This is an optimization exercise on Yosys and OpenROAD, whose aim is small area and a short achievable clock period, not a production implementation.
No functional check of the RTL was part of any run shown here.
No activity file was given, so power comes from the tool's default toggle rates.

## flow/design.v (module list and top-level ports; edited modules follow where they fit)
// module SDC_fft: 182 lines
// module rotA16: 317 lines
// module rot8: 217 lines
module SDC_fft #(
    parameter width = 12
) (
    input clk, rst_n,
    input signed [width-1:0] R, I,
    output signed [width-1:0] R_out, I_out,
    output done
);
  // ...
==> flow/run.sh <==
#!/bin/bash
# synth_recipe.tcl (not shown) runs the flow's synth.tcl, then flattens the netlist and writes it again
# the make line also repeats each setting of config.mk as NAME=value (left out here)
make -C /OpenROAD-flow-scripts/flow DESIGN_CONFIG=/design/flow/config.mk WORK_HOME=/design/flow/orfs CLKGATE_MAP_FILE= SYNTH_SCRIPT=/design/flow/synth_recipe.tcl finish
==> flow/config.mk <==
export PLATFORM = sky130hd
export DESIGN_NAME = SDC_fft
export DESIGN_NICKNAME = SDC_fft
export VERILOG_FILES = /design/flow/design.v
export SDC_FILE = /design/flow/constraint.sdc
export NUM_CORES = 4
export LEC_CHECK = 0
export ABC_CLOCK_PERIOD_IN_PS = 3600
export CAP_MARGIN = 20
export CORE_MARGIN = 2
export CORE_UTILIZATION = 40
export SETUP_SLACK_MARGIN = 5
export SLEW_MARGIN = 20
==> flow/constraint.sdc <==
create_clock -name core_clock -period 10.0 [get_ports {clk}]
set_input_delay 2.0000 -clock core_clock [delete_from_list [all_inputs] [get_ports {clk}]]
set_output_delay 2.0000 -clock core_clock [all_outputs]
set_load 0.01 [all_outputs]
==> notes.md, run 1 <==
fill count 8144; WL met1 ~34000 um; hold path depth 0; met1 Use GR roughly a fifth; I/O Buffers 50; Signal buf overhead 2.87%; gr busiest metal met2; outcome no timing/DRC/antenna violations; # DRC 0; most frequent cells in the layout 654 x dfxtp_1, 352 x inv_1, 221 x ha_1; Top Registers b01 x96, b02 x96, b32 x96; Final Skew 0.0211 ns; Crit path arrival time 6.02 ns; chip height just over 300 um; critical path class reg2reg; Cells after Synth roughly 3200; ANT cells 0; Yosys top cell area share about 37%; cell count after placement around 4300; worst min-delay path startpoint b02[5][2]; Max Slew Vio Count 0; Final Cycle Share 55.1%; Flop pwr share 37.7%; R2R setup slack between 4 and 5 ns; Power Density about 300 mW/mm^2; clock root cell clkbuf_16; post-layout util 46.0%; initial core utilization around two fifths; r2r worst-path depth between 40 and 50; Routed Antenna Nets 0; Fmax between 0.15 and 0.2 GHz; Critical Path End h2[5]; slew margin rel. a little under a third; initial antenna violation count 0
==> module SDC_fft, before the edit <==
module SDC_fft #(
    parameter width = 12
) (
    input clk, rst_n,
    input signed [width-1:0] R, I,
    output signed [width-1:0] R_out, I_out,
    output done
);
    reg [4:0] count;
    always @(posedge clk or negedge rst_n) begin
        if (!rst_n) count <= 0;
        else if (count != 27) count <= count + 1'b1;
    end
    assign done = count[4] & count[3] & ~count[2] & count[1] & count[0];
    reg [3:0] cu;
    reg sel_2, sel_3, sel_4;
    always @(posedge clk or negedge rst_n) begin
        if (!rst_n) begin
            cu <= 0; sel_2 <= 0; sel_3 <= 0; sel_4 <= 0;
        end else begin
            cu <= cu + 1'b1;
            sel_4 <= cu[3]; sel_3 <= cu[2]; sel_2 <= cu[1];
        end
    end
    wire sel_1 = cu[0];
    reg [3:0] c1; reg [2:0] a1; reg s1sel;
    always @(posedge clk or negedge rst_n) begin
        if (!rst_n) begin
            c1 <= 0; a1 <= 0; s1sel <= 0;
        end else begin
            if (c1 != 11) c1 <= c1 + 1'b1;
            if (~sel_1 & c1[3] & c1[1]) a1 <= a1 + 1'b1;
            s1sel <= sel_3;
        end
    end
    reg [3:0] c2; reg [2:0] a2;
    always @(posedge clk or negedge rst_n) begin
        if (!rst_n) begin
            c2 <= 0; a2 <= 0;
        end else begin
            if (c2 != 14) c2 <= c2 + 1'b1;
            if (sel_1 & (c2 == 4'd14)) a2 <= a2 + 1'b1;
        end
    end
    reg [4:0] c3; reg [2:0] a3; reg s3sel;
    always @(posedge clk or negedge rst_n) begin
        if (!rst_n) begin
            c3 <= 0; a3 <= 0; s3sel <= 0;
        end else begin
            if (c3 != 17) c3 <= c3 + 1'b1;
            if (~sel_1 & c3[4] & c3[0]) a3 <= a3 + 1'b1;
            s3sel <= sel_4;
        end
    end
    integer k;
    reg signed [11:0] ireg, l1reg;
    wire signed [11:0] ip1 = sel_1 ? ireg : R;
    wire signed [11:0] ip2 = sel_1 ? R : ireg;
    always @(posedge clk) begin
        ireg <= I;
        l1reg <= ip1;
    end
    reg signed [11:0] b01 [0:7];
    reg signed [11:0] b02 [0:7];
    wire signed [11:0] s0l1sel = sel_4 ? b01[7] : l1reg;
    wire signed [11:0] line2_0 = sel_4 ? l1reg : b01[7];
    wire signed [11:0] line1_0 = b02[7];
    always @(posedge clk) begin
        b01[0] <= ip2; b02[0] <= s0l1sel;
        for (k = 1; k < 8; k = k + 1) begin
            b01[k] <= b01[k-1]; b02[k] <= b02[k-1];
        end
    end
    wire signed [12:0] s1s = line1_0 + line2_0, s1d = line1_0 - line2_0;
    wire signed [11:0] f11 = s1s[12:1], f12 = s1d[12:1];
    reg signed [11:0] d11;                   
    reg signed [11:0] r1vr;                  
    reg signed [11:0] p1r, p1i;              
    reg signed [12:0] p1a, p1b;              
    reg [2:0] p1t;                           
    reg [15:0] q1a, q1b;                     
    reg [11:0] g1s, g1c; reg g1l;            
    reg signed [11:0] h1, h1d;               
    wire [2:0] t1 = {a1[1:0], a1[2]};        
    wire [15:0] o1re = 16'd1 << t1;
    wire [15:0] o1im = 16'd256 << p1t;
    wire [11:0] r1s, r1c; wire r1l;
    rotA16 u_r1 (.vr(p1r), .vi(p1i), .a(p1a), .b(p1b), .d0(q1a), .d1(q1b),
                 .os(r1s), .oc(r1c), .ol(r1l));
    always @(posedge clk) begin
        d11 <= f11;
        r1vr <= f12;
        if (!sel_1) begin
            p1r <= r1vr; p1i <= f12;
            p1a <= r1vr + f12; p1b <= f12 - r1vr;
            p1t <= t1;
        end
        q1a <= sel_1 ? o1im : o1re;
        q1b <= sel_1 ? o1im : o1re;
        g1s <= r1s; g1c <= r1c; g1l <= r1l;
        h1 <= g1s + g1c + g1l;
        h1d <= h1;
    end
    wire signed [11:0] s1nr = s1sel ? h1d : d11;
    wire signed [11:0] line2_1 = s1sel ? d11 : h1d;
    reg signed [11:0] b12 [0:3];
    always @(posedge clk) begin
        b12[0] <= s1nr;
        for (k = 1; k < 4; k = k + 1) b12[k] <= b12[k-1];
    end
    wire signed [11:0] line1_1 = b12[3];
    wire signed [11:0] f21 = line1_1 + line2_1, f22 = line1_1 - line2_1;
    wire rs2 = ~sel_1;
    reg signed [11:0] d21;
    reg signed [11:0] r2vr;
    reg signed [11:0] p2r, p2i;
    reg signed [12:0] p2a, p2b;
    reg [1:0] p2m;
    reg [7:0] q2a, q2b;
    reg signed [11:0] h2;
    wire [1:0] m2 = {a2[0], a2[2]};          
    wire [7:0] o2re = 8'd1 << m2;
    wire [7:0] o2im = 8'd16 << p2m;
    wire [11:0] r2o;
    rot8 u_r2 (.vr(p2r), .vi(p2i), .a(p2a), .b(p2b), .d0(q2a), .d1(q2b), .o(r2o));
    always @(posedge clk) begin
        d21 <= f21;
        r2vr <= f22;
        if (!rs2) begin
            p2r <= r2vr; p2i <= f22;
            p2a <= r2vr + f22; p2b <= f22 - r2vr;
            p2m <= m2;
        end
        q2a <= rs2 ? o2im : o2re;
        q2b <= rs2 ? o2im : o2re;
        h2 <= r2o;
    end
    wire signed [11:0] s2nr = sel_2 ? d21 : h2;
    wire signed [11:0] line2_2 = sel_2 ? h2 : d21;
    reg signed [11:0] b22 [0:1];
    always @(posedge clk) begin
        b22[0] <= s2nr; b22[1] <= b22[0];
    end
    wire signed [11:0] line1_2 = b22[1];
    wire signed [12:0] s3s = line1_2 + line2_2, s3d = line1_2 - line2_2;
    wire signed [11:0] f31 = s3s[12:1], f32 = s3d[12:1];
    reg signed [11:0] d31;
    reg signed [11:0] r3vr;
    reg signed [11:0] p3r, p3i;
    reg p3j;                                 
    reg signed [11:0] h3 [0:6];
    always @(posedge clk) begin
        d31 <= f31;
        r3vr <= f32;
        if (!sel_1) begin
            p3r <= r3vr; p3i <= f32; p3j <= a3[2];
        end
        h3[0] <= sel_1 ? (p3j ? p3i : p3r) : (p3j ? -p3r : p3i);
        for (k = 1; k < 7; k = k + 1) h3[k] <= h3[k-1];
    end
    wire signed [11:0] s3nr = s3sel ? h3[6] : d31;
    wire signed [11:0] line2_3 = s3sel ? d31 : h3[6];
    reg signed [11:0] b32 [0:7];
    always @(posedge clk) begin
        b32[0] <= s3nr;
        for (k = 1; k < 8; k = k + 1) b32[k] <= b32[k-1];
    end
    wire signed [11:0] line1_3 = b32[7];
    wire signed [11:0] line1_3n = b32[6];
    wire signed [11:0] line2_3n = sel_4 ? f31 : h3[5];
    wire signed [11:0] l14 = line1_3 + line2_3;
    wire signed [11:0] l24 = line1_3 - line2_3;
    wire signed [11:0] l14n = line1_3n + line2_3n;
    reg signed [11:0] l2ro, rreg, ioreg;
    always @(posedge clk) begin
        l2ro <= l24;
        rreg <= sel_1 ? l2ro : l14;
        ioreg <= sel_1 ? l24 : l14n;
    end
    assign R_out = rreg;
    assign I_out = ioreg;
endmodule
==> inputs of run 2 (changes only) <==
--- a/flow/design.v
+++ b/flow/design.v
@@ -75,14 +75,16 @@
     wire signed [11:0] f11 = s1s[12:1], f12 = s1d[12:1];
     reg signed [11:0] d11;                   
     reg signed [11:0] r1vr;                  
+    reg signed [11:0] e1r, e1i;              
+    reg [2:0] e1t;                           
     reg signed [11:0] p1r, p1i;              
     reg signed [12:0] p1a, p1b;              
-    reg [2:0] p1t;                           
+    reg [2:0] p1t;
     reg [15:0] q1a, q1b;                     
     reg [11:0] g1s, g1c; reg g1l;            
-    reg signed [11:0] h1, h1d;               
+    reg signed [11:0] h1;                    
     wire [2:0] t1 = {a1[1:0], a1[2]};        
-    wire [15:0] o1re = 16'd1 << t1;
+    wire [15:0] o1re = 16'd1 << e1t;
     wire [15:0] o1im = 16'd256 << p1t;
     wire [11:0] r1s, r1c; wire r1l;
     rotA16 u_r1 (.vr(p1r), .vi(p1i), .a(p1a), .b(p1b), .d0(q1a), .d1(q1b),
@@ -91,18 +93,19 @@
         d11 <= f11;
         r1vr <= f12;
         if (!sel_1) begin
-            p1r <= r1vr; p1i <= f12;
-            p1a <= r1vr + f12; p1b <= f12 - r1vr;
-            p1t <= t1;
+            e1r <= r1vr; e1i <= f12; e1t <= t1;
         end
-        q1a <= sel_1 ? o1im : o1re;
-        q1b <= sel_1 ? o1im : o1re;
+        if (sel_1) begin
+            p1r <= e1r; p1i <= e1i; p1t <= e1t;
+            p1a <= e1r + e1i; p1b <= e1i - e1r;
+        end
+        q1a <= sel_1 ? o1re : o1im;
+        q1b <= sel_1 ? o1re : o1im;
         g1s <= r1s; g1c <= r1c; g1l <= r1l;
         h1 <= g1s + g1c + g1l;
-        h1d <= h1;
     end
-    wire signed [11:0] s1nr = s1sel ? h1d : d11;
-    wire signed [11:0] line2_1 = s1sel ? d11 : h1d;
+    wire signed [11:0] s1nr = s1sel ? h1 : d11;
+    wire signed [11:0] line2_1 = s1sel ? d11 : h1;
     reg signed [11:0] b12 [0:3];
     always @(posedge clk) begin
         b12[0] <= s1nr;
@@ -116,13 +119,15 @@
     reg signed [11:0] p2r, p2i;
     reg signed [12:0] p2a, p2b;
     reg [1:0] p2m;
-    reg [7:0] q2a, q2b;
     reg signed [11:0] h2;
     wire [1:0] m2 = {a2[0], a2[2]};          
-    wire [7:0] o2re = 8'd1 << m2;
-    wire [7:0] o2im = 8'd16 << p2m;
+    wire nim = rs2;
+    wire [1:0] nm = rs2 ? p2m : m2;
+    reg xb, ng, ny, byp;
+    reg [1:0] ysel, zsel;
     wire [11:0] r2o;
-    rot8 u_r2 (.vr(p2r), .vi(p2i), .a(p2a), .b(p2b), .d0(q2a), .d1(q2b), .o(r2o));
+    rot8b u_r2 (.vr(p2r), .vi(p2i), .a(p2a), .b(p2b), .xb(xb), .ng(ng), .ny(ny),
+                .ysel(ysel), .byp(byp), .zsel(zsel), .o(r2o));
     always @(posedge clk) begin
         d21 <= f21;
         r2vr <= f22;
@@ -131,8 +136,12 @@
             p2a <= r2vr + f22; p2b <= f22 - r2vr;
             p2m <= m2;
         end
-        q2a <= rs2 ? o2im : o2re;
-        q2b <= rs2 ? o2im : o2re;
+        xb <= (!nim & (nm == 2'd3)) | (nim & (nm == 2'd1));
+        ng <= nim & (nm == 2'd3);
+        ny <= nim;
+        ysel <= !nim ? ((nm == 2'd1) ? 2'd0 : 2'd1) : ((nm == 2'd1) ? 2'd2 : 2'd3);
+        byp <= !nm[0];
+        zsel <= !nim ? ((nm == 2'd0) ? 2'd0 : 2'd1) : ((nm == 2'd0) ? 2'd1 : 2'd2);
         h2 <= r2o;
     end
     wire signed [11:0] s2nr = sel_2 ? d21 : h2;
@@ -145,21 +154,18 @@
     wire signed [12:0] s3s = line1_2 + line2_2, s3d = line1_2 - line2_2;
     wire signed [11:0] f31 = s3s[12:1], f32 = s3d[12:1];
     reg signed [11:0] d31;
-    reg signed [11:0] r3vr;
-    reg signed [11:0] p3r, p3i;
-    reg p3j;                                 
-    reg signed [11:0] h3 [0:6];
+    reg signed [11:0] z1, z2;                
+    reg jd;
+    reg signed [11:0] h3 [0:7];
+    wire signed [11:0] rot3 = sel_1 ? (jd ? -z2 : z1) : (a3[2] ? f32 : z1);
     always @(posedge clk) begin
         d31 <= f31;
-        r3vr <= f32;
-        if (!sel_1) begin
-            p3r <= r3vr; p3i <= f32; p3j <= a3[2];
-        end
-        h3[0] <= sel_1 ? (p3j ? p3i : p3r) : (p3j ? -p3r : p3i);
-        for (k = 1; k < 7; k = k + 1) h3[k] <= h3[k-1];
+        z1 <= f32; z2 <= z1; jd <= a3[2];
+        h3[0] <= rot3;
+        for (k = 1; k < 8; k = k + 1) h3[k] <= h3[k-1];
     end
-    wire signed [11:0] s3nr = s3sel ? h3[6] : d31;
-    wire signed [11:0] line2_3 = s3sel ? d31 : h3[6];
+    wire signed [11:0] s3nr = s3sel ? h3[7] : d31;
+    wire signed [11:0] line2_3 = s3sel ? d31 : h3[7];
     reg signed [11:0] b32 [0:7];
     always @(posedge clk) begin
         b32[0] <= s3nr;
@@ -167,7 +173,7 @@
     end
     wire signed [11:0] line1_3 = b32[7];
     wire signed [11:0] line1_3n = b32[6];
-    wire signed [11:0] line2_3n = sel_4 ? f31 : h3[5];
+    wire signed [11:0] line2_3n = sel_4 ? f31 : h3[6];
     wire signed [11:0] l14 = line1_3 + line2_3;
     wire signed [11:0] l24 = line1_3 - line2_3;
     wire signed [11:0] l14n = line1_3n + line2_3n;
@@ -497,220 +503,224 @@
   assign oc = B310[21:10];
   assign ol = L312[10];
 endmodule
-module rot8 (input signed [11:0] vr, vi, input signed [12:0] a, b,
-    input [7:0] d0, d1,
+module rot8b (input signed [11:0] vr, vi, input signed [12:0] a, b,
+    input xb, ng, ny, input [1:0] ysel, input byp, input [1:0] zsel,
     output [11:0] o);
-  wire r1 = (d0[0] & vr[0]) | (d0[4] & vi[0]) | (d0[1] & a[0]) | (d0[5] & b[0]) | (d0[2] & vi[0]) | (d0[6] & ~vr[0]) | (d0[3] & b[0]) | (d0[7] & ~a[0]);
-  wire r2 = (d0[0] & vr[1]) | (d0[4] & vi[1]) | (d0[1] & a[1]) | (d0[5] & b[1]) | (d0[2] & vi[1]) | (d0[6] & ~vr[1]) | (d0[3] & b[1]) | (d0[7] & ~a[1]);
-  wire r3 = (d0[0] & vr[2]) | (d0[4] & vi[2]) | (d0[1] & a[2]) | (d0[5] & b[2]) | (d0[2] & vi[2]) | (d0[6] & ~vr[2]) | (d0[3] & b[2]) | (d0[7] & ~a[2]);
-  wire r4 = (d0[0] & vr[3]) | (d0[4] & vi[3]) | (d0[1] & a[3]) | (d0[5] & b[3]) | (d0[2] & vi[3]) | (d0[6] & ~vr[3]) | (d0[3] & b[3]) | (d0[7] & ~a[3]);
-  wire r5 = (d0[0] & vr[4]) | (d0[4] & vi[4]) | (d0[1] & a[4]) | (d0[5] & b[4]) | (d0[2] & vi[4]) | (d0[6] & ~vr[4]) | (d0[3] & b[4]) | (d0[7] & ~a[4]);
-  wire r6 = (d0[0] & vr[5]) | (d0[4] & vi[5]) | (d0[1] & a[5]) | (d0[5] & b[5]) | (d0[2] & vi[5]) | (d0[6] & ~vr[5]) | (d0[3] & b[5]) | (d0[7] & ~a[5]);
-  wire r7 = (d0[0] & vr[6]) | (d0[4] & vi[6]) | (d0[1] & a[6]) | (d0[5] & b[6]) | (d0[2] & vi[6]) | (d0[6] & ~vr[6]) | (d0[3] & b[6]) | (d0[7] & ~a[6]);
-  wire r8 = (d0[0] & vr[7]) | (d0[4] & vi[7]) | (d0[1] & a[7]) | (d0[5] & b[7]) | (d0[2] & vi[7]) | (d0[6] & ~vr[7]) | (d0[3] & b[7]) | (d0[7] & ~a[7]);
-  wire r9 = (d0[0] & vr[8]) | (d0[4] & vi[8]) | (d0[1] & a[8]) | (d0[5] & b[8]) | (d0[2] & vi[8]) | (d0[6] & ~vr[8]) | (d0[3] & b[8]) | (d0[7] & ~a[8]);
-  wire r10 = (d0[0] & vr[9]) | (d0[4] & vi[9]) | (d0[1] & a[9]) | (d0[5] & b[9]) | (d0[2] & vi[9]) | (d0[6] & ~vr[9]) | (d0[3] & b[9]) | (d0[7] & ~a[9]);
-  wire r11 = (d0[0] & vr[10]) | (d0[4] & vi[10]) | (d0[1] & a[10]) | (d0[5] & b[10]) | (d0[2] & vi[10]) | (d0[6] & ~vr[10]) | (d0[3] & b[10]) | (d0[7] & ~a[10]);
-  wire r12 = (d0[0] & ~vr[11]) | (d0[4] & ~vi[11]) | (d0[1] & a[11]) | (d0[5] & b[11]) | (d0[2] & ~vi[11]) | (d0[6] & vr[11]) | (d0[3] & b[11]) | (d0[7] & ~a[11]);
-  wire r13 = (d0[1] & ~a[0]) | (d0[5] & ~b[0]) | (d0[3] & ~b[0]) | (d0[7] & a[0]);
-  wire r14 = (d0[1] & ~a[1]) | (d0[5] & ~b[1]) | (d0[3] & ~b[1]) | (d0[7] & a[1]);
-  wire r15 = (d0[1] & ~a[2]) | (d0[5] & ~b[2]) | (d0[3] & ~b[2]) | (d0[7] & a[2]);
-  wire r16 = (d0[1] & ~a[3]) | (d0[5] & ~b[3]) | (d0[3] & ~b[3]) | (d0[7] & a[3]);
-  wire r17 = (d0[1] & ~a[4]) | (d0[5] & ~b[4]) | (d0[3] & ~b[4]) | (d0[7] & a[4]);
-  wire r18 = (d0[1] & ~a[5]) | (d0[5] & ~b[5]) | (d0[3] & ~b[5]) | (d0[7] & a[5]);
-  wire r19 = (d0[1] & ~a[6]) | (d0[5] & ~b[6]) | (d0[3] & ~b[6]) | (d0[7] & a[6]);
-  wire r20 = (d0[1] & ~a[7]) | (d0[5] & ~b[7]) | (d0[3] & ~b[7]) | (d0[7] & a[7]);
-  wire r21 = (d0[1] & ~a[8]) | (d0[5] & ~b[8]) | (d0[3] & ~b[8]) | (d0[7] & a[8]);
-  wire r22 = (d0[1] & ~a[9]) | (d0[5] & ~b[9]) | (d0[3] & ~b[9]) | (d0[7] & a[9]);
-  wire r23 = (d0[1] & ~a[10]) | (d0[5] & ~b[10]) | (d0[3] & ~b[10]) | (d0[7] & a[10]);
-  wire r24 = (d0[1] & ~a[11]) | (d0[5] & ~b[11]) | (d0[3] & ~b[11]) | (d0[7] & a[11]);
-  wire r25 = (d0[1] & a[12]) | (d0[5] & b[12]) | (d0[3] & b[12]) | (d0[7] & ~a[12]);
-  wire r26 = (d0[1] & ~a[0]) | (d0[5] & ~b[0]) | (d0[3] & ~b[0]) | (d0[7] & a[0]);
-  wire r27 = (d0[1] & ~a[1]) | (d0[5] & ~b[1]) | (d0[3] & ~b[1]) | (d0[7] & a[1]);
-  wire r28 = (d0[1] & ~a[2]) | (d0[5] & ~b[2]) | (d0[3] & ~b[2]) | (d0[7] & a[2]);
-  wire r29 = (d0[1] & ~a[3]) | (d0[5] & ~b[3]) | (d0[3] & ~b[3]) | (d0[7] & a[3]);
-  wire r30 = (d0[1] & ~a[4]) | (d0[5] & ~b[4]) | (d0[3] & ~b[4]) | (d0[7] & a[4]);
-  wire r31 = (d0[1] & ~a[5]) | (d0[5] & ~b[5]) | (d0[3] & ~b[5]) | (d0[7] & a[5]);
-  wire r32 = (d0[1] & ~a[6]) | (d0[5] & ~b[6]) | (d0[3] & ~b[6]) | (d0[7] & a[6]);
-  wire r33 = (d0[1] & ~a[7]) | (d0[5] & ~b[7]) | (d0[3] & ~b[7]) | (d0[7] & a[7]);
-  wire r34 = (d0[1] & ~a[8]) | (d0[5] & ~b[8]) | (d0[3] & ~b[8]) | (d0[7] & a[8]);
-  wire r35 = (d0[1] & ~a[9]) | (d0[5] & ~b[9]) | (d0[3] & ~b[9]) | (d0[7] & a[9]);
-  wire r36 = (d0[1] & ~a[10]) | (d0[5] & ~b[10]) | (d0[3] & ~b[10]) | (d0[7] & a[10]);
-  wire r37 = (d0[1] & ~a[11]) | (d0[5] & ~b[11]) | (d0[3] & ~b[11]) | (d0[7] & a[11]);
-  wire r38 = (d0[1] & a[12]) | (d0[5] & b[12]) | (d0[3] & b[12]) | (d0[7] & ~a[12]);
-  wire r39 = (d1[1] & a[0]) | (d1[5] & b[0]) | (d1[3] & b[0]) | (d1[7] & ~a[0]);
-  wire r40 = (d1[1] & a[1]) | (d1[5] & b[1]) | (d1[3] & b[1]) | (d1[7] & ~a[1]);
-  wire r41 = (d1[1] & a[2]) | (d1[5] & b[2]) | (d1[3] & b[2]) | (d1[7] & ~a[2]);
-  wire r42 = (d1[1] & a[3]) | (d1[5] & b[3]) | (d1[3] & b[3]) | (d1[7] & ~a[3]);
-  wire r43 = (d1[1] & a[4]) | (d1[5] & b[4]) | (d1[3] & b[4]) | (d1[7] & ~a[4]);
-  wire r44 = (d1[1] & a[5]) | (d1[5] & b[5]) | (d1[3] & b[5]) | (d1[7] & ~a[5]);
-  wire r45 = (d1[1] & a[6]) | (d1[5] & b[6]) | (d1[3] & b[6]) | (d1[7] & ~a[6]);
-  wire r46 = (d1[1] & a[7]) | (d1[5] & b[7]) | (d1[3] & b[7]) | (d1[7] & ~a[7]);
-  wire r47 = (d1[1] & a[8]) | (d1[5] & b[8]) | (d1[3] & b[8]) | (d1[7] & ~a[8]);
-  wire r48 = (d1[1] & a[9]) | (d1[5] & b[9]) | (d1[3] & b[9]) | (d1[7] & ~a[9]);
-  wire r49 = (d1[1] & a[10]) | (d1[5] & b[10]) | (d1[3] & b[10]) | (d1[7] & ~a[10]);
-  wire r50 = (d1[1] & a[11]) | (d1[5] & b[11]) | (d1[3] & b[11]) | (d1[7] & ~a[11]);
-  wire r51 = (d1[1] & ~a[12]) | (d1[5] & ~b[12]) | (d1[3] & ~b[12]) | (d1[7] & a[12]);
-  wire r52 = (d1[1] & a[0]) | (d1[5] & b[0]) | (d1[3] & b[0]) | (d1[7] & ~a[0]);
-  wire r53 = (d1[1] & a[1]) | (d1[5] & b[1]) | (d1[3] & b[1]) | (d1[7] & ~a[1]);
-  wire r54 = (d1[1] & a[2]) | (d1[5] & b[2]) | (d1[3] & b[2]) | (d1[7] & ~a[2]);
-  wire r55 = (d1[1] & a[3]) | (d1[5] & b[3]) | (d1[3] & b[3]) | (d1[7] & ~a[3]);
-  wire r56 = (d1[1] & a[4]) | (d1[5] & b[4]) | (d1[3] & b[4]) | (d1[7] & ~a[4]);
-  wire r57 = (d1[1] & a[5]) | (d1[5] & b[5]) | (d1[3] & b[5]) | (d1[7] & ~a[5]);
-  wire r58 = (d1[1] & a[6]) | (d1[5] & b[6]) | (d1[3] & b[6]) | (d1[7] & ~a[6]);
-  wire r59 = (d1[1] & a[7]) | (d1[5] & b[7]) | (d1[3] & b[7]) | (d1[7] & ~a[7]);
-  wire r60 = (d1[1] & a[8]) | (d1[5] & b[8]) | (d1[3] & b[8]) | (d1[7] & ~a[8]);
-  wire r61 = (d1[1] & a[9]) | (d1[5] & b[9]) | (d1[3] & b[9]) | (d1[7] & ~a[9]);
-  wire r62 = (d1[1] & a[10]) | (d1[5] & b[10]) | (d1[3] & b[10]) | (d1[7] & ~a[10]);
-  wire r63 = (d1[1] & a[11]) | (d1[5] & b[11]) | (d1[3] & b[11]) | (d1[7] & ~a[11]);
-  wire r64 = (d1[1] & ~a[12]) | (d1[5] & ~b[12]) | (d1[3] & ~b[12]) | (d1[7] & a[12]);
-  wire r65 = (d1[1] & vi[0]) | (d1[5] & ~vr[0]) | (d1[3] & b[0]) | (d1[7] & ~a[0]);
-  wire r66 = (d1[1] & vi[1]) | (d1[5] & ~vr[1]) | (d1[3] & b[1]) | (d1[7] & ~a[1]);
-  wire r67 = (d1[1] & vi[2]) | (d1[5] & ~vr[2]) | (d1[3] & b[2]) | (d1[7] & ~a[2]);
-  wire r68 = (d1[1] & vi[3]) | (d1[5] & ~vr[3]) | (d1[3] & b[3]) | (d1[7] & ~a[3]);
-  wire r69 = (d1[1] & vi[4]) | (d1[5] & ~vr[4]) | (d1[3] & b[4]) | (d1[7] & ~a[4]);
-  wire r70 = (d1[1] & vi[5]) | (d1[5] & ~vr[5]) | (d1[3] & b[5]) | (d1[7] & ~a[5]);
-  wire r71 = (d1[1] & vi[6]) | (d1[5] & ~vr[6]) | (d1[3] & b[6]) | (d1[7] & ~a[6]);
-  wire r72 = (d1[1] & vi[7]) | (d1[5] & ~vr[7]) | (d1[3] & b[7]) | (d1[7] & ~a[7]);
-  wire r73 = (d1[1] & vi[8]) | (d1[5] & ~vr[8]) | (d1[3] & b[8]) | (d1[7] & ~a[8]);
-  wire r74 = (d1[1] & vi[9]) | (d1[5] & ~vr[9]) | (d1[3] & b[9]) | (d1[7] & ~a[9]);
-  wire r75 = (d1[1] & vi[10]) | (d1[5] & ~vr[10]) | (d1[3] & b[10]) | (d1[7] & ~a[10]);
-  wire r76 = (d1[1] & ~vi[11]) | (d1[5] & vr[11]) | (d1[3] & b[11]) | (d1[7] & ~a[11]);
-  wire r77 = (d1[3] & ~b[12]) | (d1[7] & a[12]);
-  wire k78 = (d0[5]) | (d0[7]);
-  wire k79 = (d0[7]);
-  wire k80 = (d0[7]);
-  wire k81 = (d0[1]) | (d0[5]) | (d0[3]);
-  wire k82 = (d0[1]) | (d0[5]) | (d0[3]);
-  wire k83 = (d0[6]) | (d0[7]);
-  wire k84 = (d0[1]) | (d0[5]);
-  wire k85 = (d0[1]) | (d0[5]) | (d0[3]) | (d0[7]);
-  wire k86 = (d0[1]) | (d0[5]) | (d0[3]) | (d0[7]);
-  wire k87 = (d0[1]) | (d0[5]) | (d0[3]) | (d0[7]);
-  wire k88 = (d0[1]) | (d0[5]) | (d0[3]) | (d0[7]);
-  wire k89 = (d0[1]) | (d0[5]) | (d0[3]) | (d0[7]);
-  wire k90 = (d0[0]) | (d0[4]) | (d0[1]) | (d0[5]) | (d0[2]) | (d0[6]) | (d0[3]) | (d0[7]);
-  wire s91 = r1 ^ r15;
-  wire c92 = r1 & r15;
-  wire s93 = r2 ^ r16 ^ r31;
-  wire c94 = (r2 & r16) | (r2 & r31) | (r16 & r31);
-  wire s95 = r3 ^ r17 ^ r32;
-  wire c96 = (r3 & r17) | (r3 & r32) | (r17 & r32);
-  wire s97 = r4 ^ r18;
-  wire c98 = r4 & r18;
-  wire s99 = r26 ^ r41;
-  wire c100 = r26 & r41;
-  wire s101 = r27 ^ r42;
-  wire c102 = r27 & r42;
-  wire s103 = r13 ^ r28 ^ r43;
-  wire c104 = (r13 & r28) | (r13 & r43) | (r28 & r43);
-  wire s105 = r58 ^ r73;
-  wire c106 = r58 & r73;
-  wire s107 = r14 ^ r29 ^ r44;
-  wire c108 = (r14 & r29) | (r14 & r44) | (r29 & r44);
-  wire s109 = r59 ^ r74;
-  wire c110 = r59 & r74;
-  wire s111 = s91 ^ r30 ^ r45;
-  wire c112 = (s91 & r30) | (s91 & r45) | (r30 & r45);
-  wire s113 = r60 ^ r75 ^ k83;
-  wire c114 = (r60 & r75) | (r60 & k83) | (r75 & k83);
-  wire s115 = c92 ^ s93 ^ r46;
-  wire c116 = (c92 & s93) | (c92 & r46) | (s93 & r46);
-  wire s117 = r61 ^ r76 ^ k84;
-  wire c118 = (r61 & r76) | (r61 & k84) | (r76 & k84);
-  wire s119 = c94 ^ s95 ^ r47;
-  wire c120 = (c94 & s95) | (c94 & r47) | (s95 & r47);
-  wire s121 = r62 ^ r77 ^ k85;
-  wire c122 = (r62 & r77) | (r62 & k85) | (r77 & k85);
-  wire s123 = c96 ^ s97 ^ r33;
-  wire c124 = (c96 & s97) | (c96 & r33) | (s97 & r33);
-  wire s125 = r48 ^ r63 ^ k86;
-  wire c126 = (r48 & r63) | (r48 & k86) | (r63 & k86);
-  wire s127 = c98 ^ r5 ^ r19;
-  wire c128 = (c98 & r5) | (c98 & r19) | (r5 & r19);
-  wire s129 = r34 ^ r49 ^ r64;
-  wire c130 = (r34 & r49) | (r34 & r64) | (r49 & r64);
-  wire s131 = r6 ^ r20 ^ r35;
-  wire c132 = (r6 & r20) | (r6 & r35) | (r20 & r35);
-  wire s133 = r50 ^ k87;
-  wire c134 = r50 & k87;
-  wire s135 = r7 ^ r21 ^ r36;
-  wire c136 = (r7 & r21) | (r7 & r36) | (r21 & r36);
-  wire s137 = r8 ^ r22;
-  wire c138 = r8 & r22;
-  wire s139 = r39 ^ r54;
-  wire c140 = r39 & r54;
-  wire s141 = r40 ^ r55;
-  wire c142 = r40 & r55;
-  wire s143 = s99 ^ r56 ^ r71;
-  wire c144 = (s99 & r56) | (s99 & r71) | (r56 & r71);
-  wire s145 = c100 ^ s101 ^ r57;
-  wire c146 = (c100 & s101) | (c100 & r57) | (s101 & r57);
-  wire s147 = c102 ^ s103 ^ s105;
-  wire c148 = (c102 & s103) | (c102 & s105) | (s103 & s105);
-  wire s149 = c104 ^ c106 ^ s107;
-  wire c150 = (c104 & c106) | (c104 & s107) | (c106 & s107);
-  wire s151 = c108 ^ c110 ^ s111;
-  wire c152 = (c108 & c110) | (c108 & s111) | (c110 & s111);
-  wire s153 = c112 ^ c114 ^ s115;
-  wire c154 = (c112 & c114) | (c112 & s115) | (c114 & s115);
-  wire s155 = c116 ^ c118 ^ s119;
-  wire c156 = (c116 & c118) | (c116 & s119) | (c118 & s119);
-  wire s157 = c120 ^ c122 ^ s123;
-  wire c158 = (c120 & c122) | (c120 & s123) | (c122 & s123);
-  wire s159 = c124 ^ c126 ^ s127;
-  wire c160 = (c124 & c126) | (c124 & s127) | (c126 & s127);
-  wire s161 = c128 ^ c130 ^ s131;
-  wire c162 = (c128 & c130) | (c128 & s131) | (c130 & s131);
-  wire s163 = c132 ^ c134 ^ s135;
-  wire c164 = (c132 & c134) | (c132 & s135) | (c134 & s135);
-  wire s165 = c136 ^ s137 ^ r37;
-  wire c166 = (c136 & s137) | (c136 & r37) | (s137 & r37);
-  wire s167 = c138 ^ r9 ^ r23;
-  wire c168 = (c138 & r9) | (c138 & r23) | (r9 & r23);
-  wire s169 = r10 ^ r24;
-  wire c170 = r10 & r24;
-  wire s171 = r52 ^ r67;
-  wire c172 = r52 & r67;
-  wire s173 = r53 ^ r68;
-  wire c174 = r53 & r68;
-  wire s175 = s139 ^ r69 ^ k80;
-  wire c176 = (s139 & r69) | (s139 & k80) | (r69 & k80);
-  wire s177 = c140 ^ s141 ^ r70;
-  wire c178 = (c140 & s141) | (c140 & r70) | (s141 & r70);
-  wire s179 = c142 ^ s143 ^ k81;
-  wire c180 = (c142 & s143) | (c142 & k81) | (s143 & k81);
-  wire s181 = c144 ^ s145 ^ r72;
-  wire c182 = (c144 & s145) | (c144 & r72) | (s145 & r72);
-  wire s183 = c146 ^ s147 ^ k82;
-  wire c184 = (c146 & s147) | (c146 & k82) | (s147 & k82);
-  wire s185 = c148 ^ s149 ^ s109;
-  wire c186 = (c148 & s149) | (c148 & s109) | (s149 & s109);
-  wire s187 = c150 ^ s151 ^ s113;
-  wire c188 = (c150 & s151) | (c150 & s113) | (s151 & s113);
-  wire s189 = c152 ^ s153 ^ s117;
-  wire c190 = (c152 & s153) | (c152 & s117) | (s153 & s117);
-  wire s191 = c154 ^ s155 ^ s121;
-  wire c192 = (c154 & s155) | (c154 & s121) | (s155 & s121);
-  wire s193 = c156 ^ s157 ^ s125;
-  wire c194 = (c156 & s157) | (c156 & s125) | (s157 & s125);
-  wire s195 = c158 ^ s159 ^ s129;
-  wire c196 = (c158 & s159) | (c158 & s129) | (s159 & s129);
-  wire s197 = c160 ^ s161 ^ s133;
-  wire c198 = (c160 & s161) | (c160 & s133) | (s161 & s133);
-  wire s199 = c162 ^ s163 ^ r51;
-  wire c200 = (c162 & s163) | (c162 & r51) | (s163 & r51);
-  wire s201 = c164 ^ s165 ^ k88;
-  wire c202 = (c164 & s165) | (c164 & k88) | (s165 & k88);
-  wire s203 = c166 ^ s167 ^ r38;
-  wire c204 = (c166 & s167) | (c166 & r38) | (s167 & r38);
-  wire s205 = c168 ^ s169 ^ k89;
-  wire c206 = (c168 & s169) | (c168 & k89) | (s169 & k89);
-  wire s207 = c170 ^ r11 ^ r25;
-  wire c208 = (c170 & r11) | (c170 & r25) | (r11 & r25);
-  wire s209 = r12 ^ k90;
-  wire [21:0] A211 = {c208, c206, c204, c202, c200, c198, c196, c194, c192, c190, c188, c186, c184, c182, c180, c178, c176, c174, c172, s171, r66, r65};
-  wire [21:0] B212 = {s209, s207, s205, s203, s201, s199, s197, s195, s193, s191, s189, s187, s185, s183, s181, s179, s177, s175, s173, k79, 1'b0, k78};
-  wire [21:0] S213 = A211 + B212;
-  assign o = S213[21:10];
+  wire [12:0] xs = xb ? b : a;
+  wire [12:0] ys = ysel[1] ? (ysel[0] ? a : {vr[11], vr}) : (ysel[0] ? b : {vi[11], vi});
+  wire pg = ~ng;
+  wire x1 = (xs[0] ^ ng);
+  wire x2 = (xs[1] ^ ng);
+  wire x3 = (xs[2] ^ ng);
+  wire x4 = (xs[3] ^ ng);
+  wire x5 = (xs[4] ^ ng);
+  wire x6 = (xs[5] ^ ng);
+  wire x7 = (xs[6] ^ ng);
+  wire x8 = (xs[7] ^ ng);
+  wire x9 = (xs[8] ^ ng);
+  wire x10 = (xs[9] ^ ng);
+  wire x11 = (xs[10] ^ ng);
+  wire x12 = (xs[11] ^ ng);
+  wire x13 = (xs[0] ^ pg);
+  wire x14 = (xs[1] ^ pg);
+  wire x15 = (xs[2] ^ pg);
+  wire x16 = (xs[3] ^ pg);
+  wire x17 = (xs[4] ^ pg);
+  wire x18 = (xs[5] ^ pg);
+  wire x19 = (xs[6] ^ pg);
+  wire x20 = (xs[7] ^ pg);
+  wire x21 = (xs[8] ^ pg);
+  wire x22 = (xs[9] ^ pg);
+  wire x23 = (xs[10] ^ pg);
+  wire x24 = (xs[11] ^ pg);
+  wire x25 = ~(xs[12] ^ pg);
+  wire x26 = (xs[0] ^ pg);
+  wire x27 = (xs[1] ^ pg);
+  wire x28 = (xs[2] ^ pg);
+  wire x29 = (xs[3] ^ pg);
+  wire x30 = (xs[4] ^ pg);
+  wire x31 = (xs[5] ^ pg);
+  wire x32 = (xs[6] ^ pg);
+  wire x33 = (xs[7] ^ pg);
+  wire x34 = (xs[8] ^ pg);
+  wire x35 = (xs[9] ^ pg);
+  wire x36 = (xs[10] ^ pg);
+  wire x37 = (xs[11] ^ pg);
+  wire x38 = ~(xs[12] ^ pg);
+  wire x39 = (xs[0] ^ pg);
+  wire x40 = (xs[1] ^ pg);
+  wire x41 = (xs[2] ^ pg);
+  wire x42 = (xs[3] ^ pg);
+  wire x43 = (xs[4] ^ pg);
+  wire x44 = (xs[5] ^ pg);
+  wire x45 = (xs[6] ^ pg);
+  wire x46 = (xs[7] ^ pg);
+  wire x47 = (xs[8] ^ pg);
+  wire x48 = (xs[9] ^ pg);
+  wire x49 = (xs[10] ^ pg);
+  wire x50 = (xs[11] ^ pg);
+  wire x51 = ~(xs[12] ^ pg);
+  wire x52 = (xs[0] ^ ng);
+  wire x53 = (xs[1] ^ ng);
+  wire x54 = (xs[2] ^ ng);
+  wire x55 = (xs[3] ^ ng);
+  wire x56 = (xs[4] ^ ng);
+  wire x57 = (xs[5] ^ ng);
+  wire x58 = (xs[6] ^ ng);
+  wire x59 = (xs[7] ^ ng);
+  wire x60 = (xs[8] ^ ng);
+  wire x61 = (xs[9] ^ ng);
+  wire x62 = (xs[10] ^ ng);
+  wire x63 = (xs[11] ^ ng);
+  wire x64 = ~(xs[12] ^ ng);
+  wire y65 = (ys[0] ^ ny);
+  wire y66 = (ys[1] ^ ny);
+  wire y67 = (ys[2] ^ ny);
+  wire y68 = (ys[3] ^ ny);
+  wire y69 = (ys[4] ^ ny);
+  wire y70 = (ys[5] ^ ny);
+  wire y71 = (ys[6] ^ ny);
+  wire y72 = (ys[7] ^ ny);
+  wire y73 = (ys[8] ^ ny);
+  wire y74 = (ys[9] ^ ny);
+  wire y75 = (ys[10] ^ ny);
+  wire y76 = (ys[11] ^ ny);
+  wire y77 = ~(ys[12] ^ ny);
+  wire k78 = (~ng & ny) | (ng & ny);
+  wire k79 = (ng & ~ny) | (ng & ny);
+  wire k80 = (~ng & ~ny) | (~ng & ny);
+  wire k81 = (~ng & ~ny) | (~ng & ny);
+  wire k82 = (~ng & ~ny) | (~ng & ny);
+  wire k83 = (ng & ~ny) | (ng & ny);
+  wire k84 = 1'b1;
+  wire k85 = 1'b1;
+  wire k86 = 1'b1;
+  wire k87 = 1'b1;
+  wire k88 = 1'b1;
+  wire k89 = 1'b1;
+  wire s90 = x1 ^ x15;
+  wire c91 = x1 & x15;
+  wire s92 = x2 ^ x16;
+  wire c93 = x2 & x16;
+  wire s94 = x3 ^ x17 ^ x33;
+  wire c95 = (x3 & x17) | (x3 & x33) | (x17 & x33);
+  wire s96 = x4 ^ x18;
+  wire c97 = x4 & x18;
+  wire s98 = x26 ^ x40;
+  wire c99 = x26 & x40;
+  wire s100 = x27 ^ x41;
+  wire c101 = x27 & x41;
+  wire s102 = x28 ^ x42;
+  wire c103 = x28 & x42;
+  wire s104 = x13 ^ x29 ^ x43;
+  wire c105 = (x13 & x29) | (x13 & x43) | (x29 & x43);
+  wire s106 = x58 ^ y73;
+  wire c107 = x58 & y73;
+  wire s108 = x14 ^ x30 ^ x44;
+  wire c109 = (x14 & x30) | (x14 & x44) | (x30 & x44);
+  wire s110 = x59 ^ y74;
+  wire c111 = x59 & y74;
+  wire s112 = s90 ^ x31 ^ x45;
+  wire c113 = (s90 & x31) | (s90 & x45) | (x31 & x45);
+  wire s114 = x60 ^ y75 ^ k83;
+  wire c115 = (x60 & y75) | (x60 & k83) | (y75 & k83);
+  wire s116 = c91 ^ s92 ^ x32;
+  wire c117 = (c91 & s92) | (c91 & x32) | (s92 & x32);
+  wire s118 = x46 ^ x61 ^ y76;
+  wire c119 = (x46 & x61) | (x46 & y76) | (x61 & y76);
+  wire s120 = c93 ^ s94 ^ x47;
+  wire c121 = (c93 & s94) | (c93 & x47) | (s94 & x47);
+  wire s122 = x62 ^ y77 ^ k84;
+  wire c123 = (x62 & y77) | (x62 & k84) | (y77 & k84);
+  wire s124 = c95 ^ s96 ^ x34;
+  wire c125 = (c95 & s96) | (c95 & x34) | (s96 & x34);
+  wire s126 = x48 ^ x63 ^ k85;
+  wire c127 = (x48 & x63) | (x48 & k85) | (x63 & k85);
+  wire s128 = c97 ^ x5 ^ x19;
+  wire c129 = (c97 & x5) | (c97 & x19) | (x5 & x19);
+  wire s130 = x35 ^ x49 ^ x64;
+  wire c131 = (x35 & x49) | (x35 & x64) | (x49 & x64);
+  wire s132 = x6 ^ x20 ^ x36;
+  wire c133 = (x6 & x20) | (x6 & x36) | (x20 & x36);
+  wire s134 = x50 ^ k86;
+  wire c135 = x50 & k86;
+  wire s136 = x7 ^ x21 ^ x37;
+  wire c137 = (x7 & x21) | (x7 & x37) | (x21 & x37);
+  wire s138 = x39 ^ x54;
+  wire c139 = x39 & x54;
+  wire s140 = s98 ^ x55 ^ y70;
+  wire c141 = (s98 & x55) | (s98 & y70) | (x55 & y70);
+  wire s142 = c99 ^ s100 ^ x56;
+  wire c143 = (c99 & s100) | (c99 & x56) | (s100 & x56);
+  wire s144 = c101 ^ s102 ^ x57;
+  wire c145 = (c101 & s102) | (c101 & x57) | (s102 & x57);
+  wire s146 = c103 ^ s104 ^ s106;
+  wire c147 = (c103 & s104) | (c103 & s106) | (s104 & s106);
+  wire s148 = c105 ^ c107 ^ s108;
+  wire c149 = (c105 & c107) | (c105 & s108) | (c107 & s108);
+  wire s150 = c109 ^ c111 ^ s112;
+  wire c151 = (c109 & c111) | (c109 & s112) | (c111 & s112);
+  wire s152 = c113 ^ c115 ^ s116;
+  wire c153 = (c113 & c115) | (c113 & s116) | (c115 & s116);
+  wire s154 = c117 ^ c119 ^ s120;
+  wire c155 = (c117 & c119) | (c117 & s120) | (c119 & s120);
+  wire s156 = c121 ^ c123 ^ s124;
+  wire c157 = (c121 & c123) | (c121 & s124) | (c123 & s124);
+  wire s158 = c125 ^ c127 ^ s128;
+  wire c159 = (c125 & c127) | (c125 & s128) | (c127 & s128);
+  wire s160 = c129 ^ c131 ^ s132;
+  wire c161 = (c129 & c131) | (c129 & s132) | (c131 & s132);
+  wire s162 = c133 ^ c135 ^ s136;
+  wire c163 = (c133 & c135) | (c133 & s136) | (c135 & s136);
+  wire s164 = c137 ^ x8 ^ x22;
+  wire c165 = (c137 & x8) | (c137 & x22) | (x8 & x22);
+  wire s166 = x9 ^ x23;
+  wire c167 = x9 & x23;
+  wire s168 = x10 ^ x24;
+  wire c169 = x10 & x24;
+  wire s170 = x52 ^ y67;
+  wire c171 = x52 & y67;
+  wire s172 = x53 ^ y68;
+  wire c173 = x53 & y68;
+  wire s174 = s138 ^ y69 ^ k80;
+  wire c175 = (s138 & y69) | (s138 & k80) | (y69 & k80);
+  wire s176 = c139 ^ s140 ^ k81;
+  wire c177 = (c139 & s140) | (c139 & k81) | (s140 & k81);
+  wire s178 = c141 ^ s142 ^ y71;
+  wire c179 = (c141 & s142) | (c141 & y71) | (s142 & y71);
+  wire s180 = c143 ^ s144 ^ y72;
+  wire c181 = (c143 & s144) | (c143 & y72) | (s144 & y72);
+  wire s182 = c145 ^ s146 ^ k82;
+  wire c183 = (c145 & s146) | (c145 & k82) | (s146 & k82);
+  wire s184 = c147 ^ s148 ^ s110;
+  wire c185 = (c147 & s148) | (c147 & s110) | (s148 & s110);
+  wire s186 = c149 ^ s150 ^ s114;
+  wire c187 = (c149 & s150) | (c149 & s114) | (s150 & s114);
+  wire s188 = c151 ^ s152 ^ s118;
+  wire c189 = (c151 & s152) | (c151 & s118) | (s152 & s118);
+  wire s190 = c153 ^ s154 ^ s122;
+  wire c191 = (c153 & s154) | (c153 & s122) | (s154 & s122);
+  wire s192 = c155 ^ s156 ^ s126;
+  wire c193 = (c155 & s156) | (c155 & s126) | (s156 & s126);
+  wire s194 = c157 ^ s158 ^ s130;
+  wire c195 = (c157 & s158) | (c157 & s130) | (s158 & s130);
+  wire s196 = c159 ^ s160 ^ s134;
+  wire c197 = (c159 & s160) | (c159 & s134) | (s160 & s134);
+  wire s198 = c161 ^ s162 ^ x51;
+  wire c199 = (c161 & s162) | (c161 & x51) | (s162 & x51);
+  wire s200 = c163 ^ s164 ^ x38;
+  wire c201 = (c163 & s164) | (c163 & x38) | (s164 & x38);
+  wire s202 = c165 ^ s166 ^ k87;
+  wire c203 = (c165 & s166) | (c165 & k87) | (s166 & k87);
+  wire s204 = c167 ^ s168 ^ k88;
+  wire c205 = (c167 & s168) | (c167 & k88) | (s168 & k88);
+  wire s206 = c169 ^ x11 ^ x25;
+  wire c207 = (c169 & x11) | (c169 & x25) | (x11 & x25);
+  wire s208 = x12 ^ k89;
+  wire [21:0] sa = {c207, c205, c203, c201, c199, c197, c195, c193, c191, c189, c187, c185, c183, c181, c179, c177, c175, c173, c171, s170, y66, y65};
+  wire [21:0] sb = {s208, s206, s204, s202, s200, s198, s196, s194, s192, s190, s188, s186, s184, s182, s180, s178, s176, s174, s172, k79, 1'b0, k78};
+  wire [21:0] sum = sa + sb;
+  wire [11:0] nvr = -vr;
+  wire [11:0] z = zsel[1] ? nvr : (zsel[0] ? vi : vr);
+  assign o = byp ? z : sum[21:10];
 endmodule
==> flow/flow/run.sh (new file) <==
#!/bin/bash
set -o pipefail
export SETUP_SLACK_MARGIN=6.5
bash standard.sh > standard.log 2>&1
==> flow/standard.sh (new file) <==
#!/bin/bash
# synth_recipe.tcl (not shown) runs the flow's synth.tcl, then flattens the netlist and writes it again
# the make line also repeats each setting of config.mk as NAME=value (left out here)
make -C /OpenROAD-flow-scripts/flow DESIGN_CONFIG=/design/flow/config.mk WORK_HOME=/design/flow/orfs CLKGATE_MAP_FILE= SYNTH_SCRIPT=/design/flow/synth_recipe.tcl "${@:-finish}"
==> flow/config.mk (replaced) <==
export PLATFORM = sky130hd
export DESIGN_NAME = SDC_fft
export DESIGN_NICKNAME = SDC_fft
export VERILOG_FILES = /design/flow/design.v
export SDC_FILE = /design/flow/constraint.sdc
export NUM_CORES = 4
export LEC_CHECK = 0
export ABC_CLOCK_PERIOD_IN_PS = 3500
export CAP_MARGIN = 20
export CORE_MARGIN = 2
export CORE_UTILIZATION = 40
export SLEW_MARGIN = 20
removed: flow/run.sh
==> notes.md, run 2 <==
met1 Use GR 23.6% (+2.4 points); CTS Sinks roughly 840; FF+latch count, synth 838; delay-heaviest family, CP adder cells; ANT cells 0 (unchanged); Post-synth ARST share under 10%; hold-fix buffers at CTS 0; synthesis-to-finish area growth 22.5%; Startpoint Class register; Die ar. roughly 0.093 mm^2; I/O pin total slightly above 50; chip height 305 um (+1.2%); grt total ovfl 0; Max-Cap Viols 0; Routed Antenna Nets 0 (unchanged); TNS Setup 0 ns; Via density 5.03; M2 GR Usage around 27%; Crit Path Max Fanout 8; critical path class reg2reg; # setup viols final 0; Syn Nets 3631; Core Box Area between 0.08 and 0.09 mm^2; clock buffer depth 3; Post-synth EDFFs 128; gr busiest metal met2; Final #Nets around 3800; hold crit path type reg2reg; Power Density 264 mW/mm^2 (-10%); vias in the first global route roughly 23000; first-pass GRT wire length between 100000 and 150000 um; DR pass1 iterations 6; Final Skew 0.0259 ns (+0.00480 ns); Leak around 19 nW; CTS tree done; CTS H-tree lvls 3; total power ~12 mW; Cells after Synth 3242 (+1.9%); # DRC 0 (unchanged); drt total wl 81600 um; Mapped Area between 0.03 and 0.04 mm^2; GR Layer Usage met3 roughly 3.2%; outcome no timing/DRC/antenna violations; slowest cell delay on critical path between 0.5 and 0.6 ns; routed length per instance about 17 um; Yosys top cell area share 37.2% (-0.089 points); pin count of the biggest net entering global routing between 70 and 80; RSZ-0062 raised after global routing yes; DP HPWL 58300 um; Buf/Inv on CP 1; initial antenna violation count 1 (+1); most common cell after layout, fill and taps aside dfxtp_1; clock root cell clkbuf_16; vias ~23000; most frequent cells in the layout 663 x dfxtp_1, 334 x inv_1, 200 x ha_1; Clock Latency Late Sink 0.63 ns; I/O Buffers 50 (unchanged); Final Hold Viols 0; maximum VDD drop about 0.16 mV; Crit path arrival time 5.11 ns (-0.91 ns); Syn Area/Cell 11.2 um^2; First DRT Iteration DRCs around 1600; slew at the pin closest to its max-slew limit 1.02 ns; Min Clock Period, post-route 4.59 ns; biggest area consumer among synthesized cells dfxtp_1; Area contributors post-synth dfxtp_1 37%, edfxtp_1 11%, ha_1 8.0%; most frequent cell after synthesis dfxtp_1; critical path, cell by cell mux2i_4 > xnor2_4 > fa_2 > fa_1 > inv_1 > fa_2 > fa_1 > ha_4 > and3_4 > a221o_1 > a21oi_2 > o21ai_1 > a21oi_2 > o31ai_4 > nor4_2 > nor3_2; Final Cycle Share 45.9% (-9.2 points); synth warn 7; gr usage total ~17%; initial core utilization 40.4% (+0.14 points); RePlAce Congestion approximately 0.92; Crit. End Element register; slew margin rel. 31.7% (+0.15 points); num rows between 100 and 150; Distinct cells, synth 92; Worst-path clk slew roughly 0.07 ns; CP required roughly 11 ns; Synth Flop Type dfxtp_1; Chip Width around 310 um; Slowest-stage cell, CP fa_2; layout cells sized above 1 22.5%; Max Slew Vio Count 0 (unchanged); sequential share of the synthesized area about 50%; Commonest cells post-synth 674 x dfxtp_1, 369 x inv_1, 232 x ha_1; Fmax 0.218 GHz (+20%); CTS Buf Count just over 80
[run 2: cell types whose count changed after synthesis, sizes merged, moves of 10 or more]
cell and change:
nand2 -40, xnor2 +28, o21ai +16, dfxtp +14, buf +10, inv +10
mux2 -10
[run 2: metal layers]
layer	wire (um)	share of wire, %	vias up
met4	2730	3.3	0
met5	0	0	-
met1	37300	46	11200
met3	4980	6.1	172
li1	-	-	11400
met2	36600	45	665
[run 2: through the flow]
stage	hold slack (ns)	worst slack (ns)	std cells	cell area (um^2)	utilization, %
floorplan	0.310	5.54	3242	36800	-
global placement	0.310	5.21	4354	38200	42.6
detailed placement	0.312	5.13	4354	38200	42.6
CTS	0.311	5.38	4604	43100	47.9
global route	0.320	5.26	4669	44400	49.4
finish	0.315	5.41	4669	44400	49.4
[run 2: where the power goes]
part	internal [mW]	switching [mW]	total, mW
logic	1.79	2.07	3.86
clock network	2.05	1.31	3.36
registers	4.20	0.300	4.50
total	8.04	3.68	11.7
[run 2: path summary, 6_finish.rpt]
path | end | cells past startpoint | slack [ns] | from
min in group asynchronous | a2[2] | 2 | 1.43 | rst_n
min reg2reg | b02[4][10] | 0 | 0.32 | b02[3][10]
max in group asynchronous | cu[0] | 2 | 8.09 | rst_n
min | b02[4][10] | 0 | 0.32 | b02[3][10]
max reg2reg | h2[11] | 16 | 5.41 | xb
max | h2[11] | 16 | 5.41 | xb
[run 2: timing repair]
action	CTS	global route
pin swaps	101	97
cloned	5	2
setup buffers	90	63
gates resized for setup	251	170
setup endpoints to repair	81	58
[run 2: layout make-up]
type                            instances  area [um^2]
Clock buffer                          124         2670
Sequential cell                       838        18300
Fill cell                            7956        45400
Inverter                              374         1460
Multi-Input combinational cell       1902        18000
Timing Repair Buffer                  224         2180
Tap cell                             1176         1470
Clock inverter                         31          404
[run 2: logic make-up after synthesis]
group | after synthesis | synth area share [%]
muxes | 202 | 6.26
DFF | 838 | 50.3
and+or+nand+nor | 542 | 7.08
xor gates and xnor gates | 193 | 4.72
adders and majority gates | 364 | 15.3
buffers and inverters | 503 | 5.27
AOI/OAI and AO/OA | 600 | 11.1
[run 2: worst reg2reg max path: stages (launching register included)]
cell and delay, ns:
dfxtp_4 0.47, mux2i_4 0.35, xnor2_4 0.10, fa_2 0.41, fa_1 0.51, inv_1 0.05
fa_2 0.53, fa_1 0.46, ha_4 0.26, and3_4 0.17, a221o_1 0.34, a21oi_2 0.14
o21ai_1 0.08, a21oi_2 0.18, o31ai_4 0.12, nor4_2 0.26, nor3_2 0.06
==> inputs of run 3 (changes only) <==
--- a/flow/design.v
+++ b/flow/design.v
@@ -95,10 +95,8 @@
         if (!sel_1) begin
             e1r <= r1vr; e1i <= f12; e1t <= t1;
         end
-        if (sel_1) begin
-            p1r <= e1r; p1i <= e1i; p1t <= e1t;
-            p1a <= e1r + e1i; p1b <= e1i - e1r;
-        end
+        p1r <= e1r; p1i <= e1i; p1t <= e1t;
+        p1a <= e1r + e1i; p1b <= e1i - e1r;
         q1a <= sel_1 ? o1re : o1im;
         q1b <= sel_1 ? o1re : o1im;
         g1s <= r1s; g1c <= r1c; g1l <= r1l;
==> flow/run.sh (new file) <==
#!/bin/bash
# synth_recipe.tcl (not shown) runs the flow's synth.tcl, then flattens the netlist and writes it again
# the make line also repeats each setting of config.mk as NAME=value (left out here)
make -C /OpenROAD-flow-scripts/flow DESIGN_CONFIG=/design/flow/config.mk WORK_HOME=/design/flow/orfs CLKGATE_MAP_FILE= SYNTH_SCRIPT=/design/flow/synth_recipe.tcl finish
--- a/flow/config.mk
+++ b/flow/config.mk
@@ -5,8 +5,9 @@
 export SDC_FILE = /design/flow/constraint.sdc
 export NUM_CORES = 4
 export LEC_CHECK = 0
-export ABC_CLOCK_PERIOD_IN_PS = 3500
+export ABC_CLOCK_PERIOD_IN_PS = 4000
 export CAP_MARGIN = 20
 export CORE_MARGIN = 2
 export CORE_UTILIZATION = 40
+export SETUP_SLACK_MARGIN = 5
 export SLEW_MARGIN = 20
removed: flow/flow/run.sh
removed: flow/standard.sh
==> notes.md, run 3 <==
synthesis-to-finish area growth 14.0%; Core Box Area 0.0884 mm^2 (-1.7%); hold crit path type reg2reg; most common cell after layout, fill and taps aside dfxtp_1; drt total wl 74200 um (-9.0%); Syn Area/Cell 11.1 um^2 (-0.80%); GR Layer Usage met3 3.09% (-0.085 points); Crit Path Max Fanout 7 (-1); worst min-delay path startpoint h3[0][7]; critical path, cell by cell mux2i_4 > xnor2_4 > fa_2 > fa_1 > inv_1 > fa_1 > fa_1 > ha_1 > a21o_1 > a21o_1 > a21o_1 > a31oi_2 > o31ai_4 > o41ai_4 > xor2_1 > mux2i_1; Min Clock Period, post-route 4.85 ns (+0.254 ns); Final #Nets 3648 (-4.3%); pre-CTS setup slack 4.35 ns (-0.778 ns); R2R setup slack 5.15 ns (-0.25 ns); Max Slew Vio Count 0 (unchanged); Chip Width 303 um (-0.82%); met1 Use GR 19.7% (-3.9 points); cell count after placement 4319 (-0.80%); Synth Flop Type dfxtp_1; sequential share of the synthesized area 49.7% (-0.61 points); r2r worst-path depth 16 (unchanged); TNS Setup 0 ns (unchanged); Startpoint Class register; Final Cycle Share 48.5% (+2.5 points); chip height 303 um (-0.82%); Mapped Area 0.0357 mm^2 (-1.7%); pin count of the biggest net entering global routing 65 (-14%); CTS tree done; Crit path arrival time 5.34 ns (+0.23 ns); critical path class reg2reg; slew margin rel. 34.8% (+3.1 points); Clock Latency Late Sink 0.65 ns (+0.02 ns); outcome no timing/DRC/antenna violations; clock buffer depth 3 (unchanged); hold path depth 0 (unchanged); Leak 17.8 nW (-6.7%); routed length per instance 16.5 um (-5.5%); Distinct cells, synth 93 (+1.1%); DR pass1 iterations 5 (-1); Crit. End Element register; most frequent cells in the layout 724 x dfxtp_1, 359 x inv_1, 231 x ha_1; slowest cell delay on critical path 0.49 ns (-0.04 ns); biggest area consumer among synthesized cells dfxtp_1; Post-synth EDFFs 76 (-41%); hold-fix buffers at CTS 0 (unchanged); Worst-path clk slew 0.07 ns (about the same); vias in the first global route 22200 (-2.9%); Reg-to-Reg Start xb; DP HPWL 55600 um (-4.6%); CTS Buf Count 88 (+6.0%); FF+latch count, synth 838 (unchanged); gr busiest metal met2; Via density 4.91 (-2.3%); Cells after Synth 3214 (-0.86%); # DRC 0 (unchanged); synth warn 7 (unchanged); Area contributors post-synth dfxtp_1 41%, ha_1 8.1%, fa_1 7.4%; ANT cells 0 (unchanged); CTS Sinks 838 (unchanged); Syn Nets 3603 (-0.77%); Die ar. 0.0916 mm^2 (-1.6%); clock root cell clkbuf_16; most frequent cell after synthesis dfxtp_1; RePlAce Congestion 0.895 (-2.9%); Post-synth ARST share 4.30% (unchanged); First DRT Iteration DRCs 1203 (-26%); Final Skew 0.0255 ns (-0.000448 ns); CP required 10.49 ns (-0.03 ns); first-pass GRT wire length 118000 um (-6.6%); I/O pin total 51 (unchanged); initial antenna violation count 2 (+1); Slowest-stage cell, CP fa_1; Power Density 262 mW/mm^2 (-0.72%); Critical R2R Capture h2[10]; fill count 8213 (+3.2%); Routed Antenna Nets 0 (unchanged); Commonest cells post-synth 726 x dfxtp_1, 361 x inv_1, 232 x ha_1; Max-Cap Viols 0 (unchanged); Final Hold Viols 0 (unchanged); M2 GR Usage 28.5% (+1.7 points); gr usage total 16.4% (-0.78 points); RSZ-0062 raised after global routing yes; grt total ovfl 0 (unchanged); layout cells sized above 1 10.8% (-12 points); slew at the pin closest to its max-slew limit 0.977 ns (-0.0464 ns); Fmax 0.206 GHz (-5.2%); Yosys top cell area share 40.8% (+3.5 points); CTS H-tree lvls 3 (unchanged); initial core utilization 40.4% (about the same); maximum VDD drop 0.181 mV (+10%); Final Worst Setup Slack 5.15 ns (-0.254 ns); I/O Buffers 50 (unchanged); post-layout util 46.0% (-3.4 points); vias 22100 (-5.9%); Hold Path Sink h3[1][7]; # setup viols final 0 (unchanged); num rows 109 (-0.91%); non-filler cells, final 4497 (-3.7%)
==> run 3: cell types whose count changed after synthesis, sizes merged, moves of 7 or more <==
| cell | delta |
|---|---|
| xnor2 | -8 |
| a21oi | -16 |
| mux2 | +9 |
| dfxtp | +52 |
| xor2 | +8 |
| nand2 | +7 |
| nand3 | -10 |
| mux2i | +7 |
| or3 | +12 |
| nor3 | -11 |
| inv | -7 |
| edfxtp | -52 |
| o21bai | -7 |
==> run 3: layout make-up <==
class / instances / area, um^2 / area share (%)
flip-flops and latches: 838 / 17700 / 43.6
multi-input cells: 1885 / 16200 / 39.9
clock buffers: 123 / 2600 / 6.39
well taps: 1165 / 1460 / 3.59
inverters: 363 / 1360 / 3.35
repair buffers: 83 / 744 / 1.83
clock inverters: 40 / 541 / 1.33
==> run 3: critical path, delay by kind of cell, from the launching register on <==
family	cells	cell delay (ns)
muxes	2	0.42
adders and majority gates	5	2.13
xor gates and xnor gates	2	0.34
buffers and inverters	1	0.05
DFF	1	0.46
AOI/OAI and AO/OA	6	1.30
==> run 3: how the worst max path moves through the flow <==
stage | slack, ns | startpoint | to
floorplan | 5.03 | xb | h2[10]
global placement | 4.44 | ng | h2[10]
detailed placement | 4.35 | ng | h2[10]
CTS | 5.02 | xb | h2[10]
global route | 4.94 | xb | h2[10]
finish | 5.15 | xb | h2[10]
==> run 3: per-layer routing <==
layer  wire [um]  part of all wire [%]
met1       31700                    43
met2       35800                    48
met3        3630                   4.9
met4        3130                   4.2
met5           0                     0
==> run 3: cell families (layout without fill, tap and decap cells) <==
logic type	Yosys count	count (layout)	share of synthesized area, %
XOR/XNOR	192	192	4.74
AO/OA/AOI/OAI	570	570	10.8
adder cells (fa/ha/maj)	364	364	15.5
AND/OR/NAND/NOR	541	541	7.08
flip-flops	838	838	49.7
buffers and inverters	491	609	5.27
multiplexers	218	218	6.87
==> run 3: timing repair <==
action	4_1_cts	5_1_grt
setup buffers	0	15
setup endpoints to repair	9	8
pin swaps	0	7
gates cloned	0	0
resized for setup	8	20
==> run 3: where the power goes <==
part / internal (mW) / total [mW] / switching, mW
clock network: 2.04 / 3.39 / 1.35
registers: 4.15 / 4.41 / 0.256
logic: 1.23 / 2.84 / 1.62
==> run 3: metrics by stage <==
step	hold slack (ns)	area (um^2)	power, mW
after global placement	0.310	37200	7.31
final	0.311	40700	10.6
after floorplan	0.310	35700	6.55
after CTS	0.306	40400	10.8
after global routing	0.308	40700	11.3
after detailed placement	0.312	37200	7.35

## static timing again, ports no longer ideal
No port has a modelled driver above. Below, the same layouts with a new extraction and two added sets of constraints. Step 1 (the two cells are an assumption about what drives the block):
set clk [get_ports {clk}]
set_driving_cell -lib_cell sky130_fd_sc_hd__clkbuf_16 $clk
set_driving_cell -lib_cell sky130_fd_sc_hd__buf_2 [delete_from_list [all_inputs] $clk]
Step 2 adds t to the input delays and takes it off the output delays; t is the mean of the earliest and latest rising clock arrival at the registers after step 1. Input paths then give back, and output paths get back, about the clock's delay inside the block. Slacks: no drivers / after step 1 / after step 2; pairs: no drivers / after step 1.
| run | t, ns | slack for setup (ns) | worst slew at a driven data input, ns |
|---|---|---|---|
| run 1 | 0.689 | 4.492 / 4.492 / 4.492 | 0.04 |
| run 2 | 0.680 | 5.408 / 5.408 / 5.408 | 0.05 |
| run 3 | 0.697 | 5.154 / 5.154 / 5.154 | 0.04 |
After both steps every run listed still meets setup and hold.
